Background: an optimization exercise with open tools, aiming at small area, a short achievable clock period and few clock cycles. Do not read the settings as production practice. Power and IR drop assume default switching activity.

Design top_fsm, start of the top module:
module top_fsm(
        input clk,
        input rst_n,
        input        ram_in_we,
        input [4 :0] ram_in_addr_wr,
        input [7 :0] ram_in_data_wr,
        input [3 :0] ram_out_addr_rd,
        output [15:0] ram_out_data_rd,
        input opmode_in,
        output reg done_out
);
    reg [7:0] ram_in [0:31];
    reg [15:0] ram_out [0:15];
    integer i;
    always @(posedge clk) begin
        if (ram_in_we)
            ram_in[ram_in_addr_wr] <= ram_in_data_wr;
    end
    always @(posedge clk) begin
        if (opmode_in)
            for (i = 0; i < 16; i = i + 1)
                ram_out[i] <= {ram_in[2*i], ram_in[2*i+1]};
    end
    wire [3:0]  sel_lo, sel_hi;
    wire [15:0] grp0, grp1, grp2, grp3;
    dec2to4 u_dec_lo (.a(ram_out_addr_rd[1:0]), .y(sel_lo));
    dec2to4 u_dec_hi (.a(ram_out_addr_rd[3:2]), .y(sel_hi));
    sel4x16 u_grp0 (.s(sel_lo), .d0(ram_out[0]),  .d1(ram_out[1]),  .d2(ram_out[2]),  .d3(ram_out[3]),  .y(grp0));
    sel4x16 u_grp1 (.s(sel_lo), .d0(ram_out[4]),  .d1(ram_out[5]),  .d2(ram_out[6]),  .d3(ram_out[7]),  .y(grp1));
    sel4x16 u_grp2 (.s(sel_lo), .d0(ram_out[8]),  .d1(ram_out[9]),  .d2(ram_out[10]), .d3(ram_out[11]), .y(grp2));
    sel4x16 u_grp3 (.s(sel_lo), .d0(ram_out[12]), .d1(ram_out[13]), .d2(ram_out[14]), .d3(ram_out[15]), .y(grp3));
  ...
Size: roughly 850 cells after synthesis, about 38 I/O pins, ~18,000 um2 of cells after synthesis.
==> module sel4x16, before the edit <==
module sel4x16(
        input  [3:0]  s,
        input  [15:0] d0,
        input  [15:0] d1,
        input  [15:0] d2,
        input  [15:0] d3,
        output [15:0] y
);
    assign y = ({16{s[0]}} & d0) | ({16{s[1]}} & d1) |
               ({16{s[2]}} & d2) | ({16{s[3]}} & d3);
endmodule
==> module top_fsm, before the edit <==
module top_fsm(
        input clk,
        input rst_n,
        input        ram_in_we,
        input [4 :0] ram_in_addr_wr,
        input [7 :0] ram_in_data_wr,
        input [3 :0] ram_out_addr_rd,
        output [15:0] ram_out_data_rd,
        input opmode_in,
        output reg done_out
);
    reg [7:0] ram_in [0:31];
    reg [15:0] ram_out [0:15];
    integer i;
    always @(posedge clk) begin
        if (ram_in_we)
            ram_in[ram_in_addr_wr] <= ram_in_data_wr;
    end
    always @(posedge clk) begin
        if (opmode_in)
            for (i = 0; i < 16; i = i + 1)
                ram_out[i] <= {ram_in[2*i], ram_in[2*i+1]};
    end
    wire [3:0]  sel_lo, sel_hi;
    wire [15:0] grp0, grp1, grp2, grp3;
    dec2to4 u_dec_lo (.a(ram_out_addr_rd[1:0]), .y(sel_lo));
    dec2to4 u_dec_hi (.a(ram_out_addr_rd[3:2]), .y(sel_hi));
    sel4x16 u_grp0 (.s(sel_lo), .d0(ram_out[0]),  .d1(ram_out[1]),  .d2(ram_out[2]),  .d3(ram_out[3]),  .y(grp0));
    sel4x16 u_grp1 (.s(sel_lo), .d0(ram_out[4]),  .d1(ram_out[5]),  .d2(ram_out[6]),  .d3(ram_out[7]),  .y(grp1));
    sel4x16 u_grp2 (.s(sel_lo), .d0(ram_out[8]),  .d1(ram_out[9]),  .d2(ram_out[10]), .d3(ram_out[11]), .y(grp2));
    sel4x16 u_grp3 (.s(sel_lo), .d0(ram_out[12]), .d1(ram_out[13]), .d2(ram_out[14]), .d3(ram_out[15]), .y(grp3));
    sel4x16 u_word (.s(sel_hi), .d0(grp0), .d1(grp1), .d2(grp2), .d3(grp3), .y(ram_out_data_rd));
    always @(posedge clk or negedge rst_n) begin
        if (!rst_n)
            done_out <= 1'b0;
        else if (opmode_in)
            done_out <= 1'b1;
    end
endmodule
make LEC_CHECK=0 CAP_MARGIN=20 CORE_MARGIN=2 CORE_UTILIZATION=75 CTS_CLUSTER_DIAMETER=80 CTS_CLUSTER_SIZE=30 SETUP_SLACK_MARGIN=1.5 SLEW_MARGIN=20 SYNTH_HIERARCHICAL=1 finish   # period 4.5 ns
run.sh (not shown) runs the stock make flow with config.mk's settings and CLKGATE_MAP_FILE= SYNTH_SCRIPT=/design/flow/synth_recipe.tcl, a recipe that flattens the netlist after the stock synthesis.
Rerun with:
--- a/flow/design.v
+++ b/flow/design.v
@@ -27,16 +27,12 @@
     assign y[2] =  a[1] & ~a[0];
     assign y[3] =  a[1] &  a[0];
 endmodule
-module sel4x16(
-        input  [3:0]  s,
-        input  [15:0] d0,
-        input  [15:0] d1,
-        input  [15:0] d2,
-        input  [15:0] d3,
-        output [15:0] y
+module sel4(
+        input  [3:0] s,
+        input  [3:0] d,
+        output       y
 );
-    assign y = ({16{s[0]}} & d0) | ({16{s[1]}} & d1) |
-               ({16{s[2]}} & d2) | ({16{s[3]}} & d3);
+    assign y = |(s & d);
 endmodule
 module top_fsm(
         input clk,
@@ -61,15 +57,22 @@
             for (i = 0; i < 16; i = i + 1)
                 ram_out[i] <= {ram_in[2*i], ram_in[2*i+1]};
     end
-    wire [3:0]  sel_lo, sel_hi;
-    wire [15:0] grp0, grp1, grp2, grp3;
+    wire [3:0] sel_lo, sel_hi;
     dec2to4 u_dec_lo (.a(ram_out_addr_rd[1:0]), .y(sel_lo));
     dec2to4 u_dec_hi (.a(ram_out_addr_rd[3:2]), .y(sel_hi));
-    sel4x16 u_grp0 (.s(sel_lo), .d0(ram_out[0]),  .d1(ram_out[1]),  .d2(ram_out[2]),  .d3(ram_out[3]),  .y(grp0));
-    sel4x16 u_grp1 (.s(sel_lo), .d0(ram_out[4]),  .d1(ram_out[5]),  .d2(ram_out[6]),  .d3(ram_out[7]),  .y(grp1));
-    sel4x16 u_grp2 (.s(sel_lo), .d0(ram_out[8]),  .d1(ram_out[9]),  .d2(ram_out[10]), .d3(ram_out[11]), .y(grp2));
-    sel4x16 u_grp3 (.s(sel_lo), .d0(ram_out[12]), .d1(ram_out[13]), .d2(ram_out[14]), .d3(ram_out[15]), .y(grp3));
-    sel4x16 u_word (.s(sel_hi), .d0(grp0), .d1(grp1), .d2(grp2), .d3(grp3), .y(ram_out_data_rd));
+    genvar b, g;
+    generate
+        for (b = 0; b < 16; b = b + 1) begin : g_bit
+            wire [3:0] grp;
+            for (g = 0; g < 4; g = g + 1) begin : g_grp
+                sel4 u_lo (.s(sel_lo),
+                           .d({ram_out[4*g+3][b], ram_out[4*g+2][b],
+                               ram_out[4*g+1][b], ram_out[4*g][b]}),
+                           .y(grp[g]));
+            end
+            sel4 u_hi (.s(sel_hi), .d(grp), .y(ram_out_data_rd[b]));
+        end
+    endgenerate
     always @(posedge clk or negedge rst_n) begin
         if (!rst_n)
             done_out <= 1'b0;
Result: Non-clock buffer count goes down by 4. Sequential cell count is unchanged. Total power goes down slightly. Utilization goes up by 2.0 points. Setup slack improves by 0.016 ns. Clock skew goes down by 0.0032 ns. Final area goes down slightly. Wire length goes down slightly. Count of clock-buffer cells in the layout goes up by 1. Maximum frequency goes up slightly. Global-route usage goes up by 1.3 points. Cell count goes down by a few percent.
Function was not checked in any run of this note: the RTL went through the layout flow alone.

## what the ideal ports hide
How much do the figures lean on ideal ports? The routed layouts below were timed once more, with nothing changed but the port constraints.
Step 1, drivers: a clkbuf_16 drives clk and a buf_2 each remaining input, both assumed.
Step 2 adds t to the input delays and takes it off the output delays; t is the mean of the earliest and latest rising clock arrival at the registers after step 1. Input paths then give back, and output paths get back, about the clock's delay inside the block.
a / b / c = ideal ports / drivers / drivers and shift; a / b = the first two.
| run | t (ns) | setup WS [ns] | hold slack, ns | worst setup path at the end |
|---|---|---|---|---|
| the first run | 0.574 | 1.195 / 1.149 / 1.149 | 0.423 / 0.423 / 0.423 | input to output |
| the second run | 0.567 | 1.211 / 1.152 / 1.063 | 0.399 / 0.399 / 0.399 | input to register |
After both steps every run listed still meets setup and hold. For the second run, which loses most, drivers alone change the setup slack by -0.059 ns; drivers and shift together by -0.148 ns.
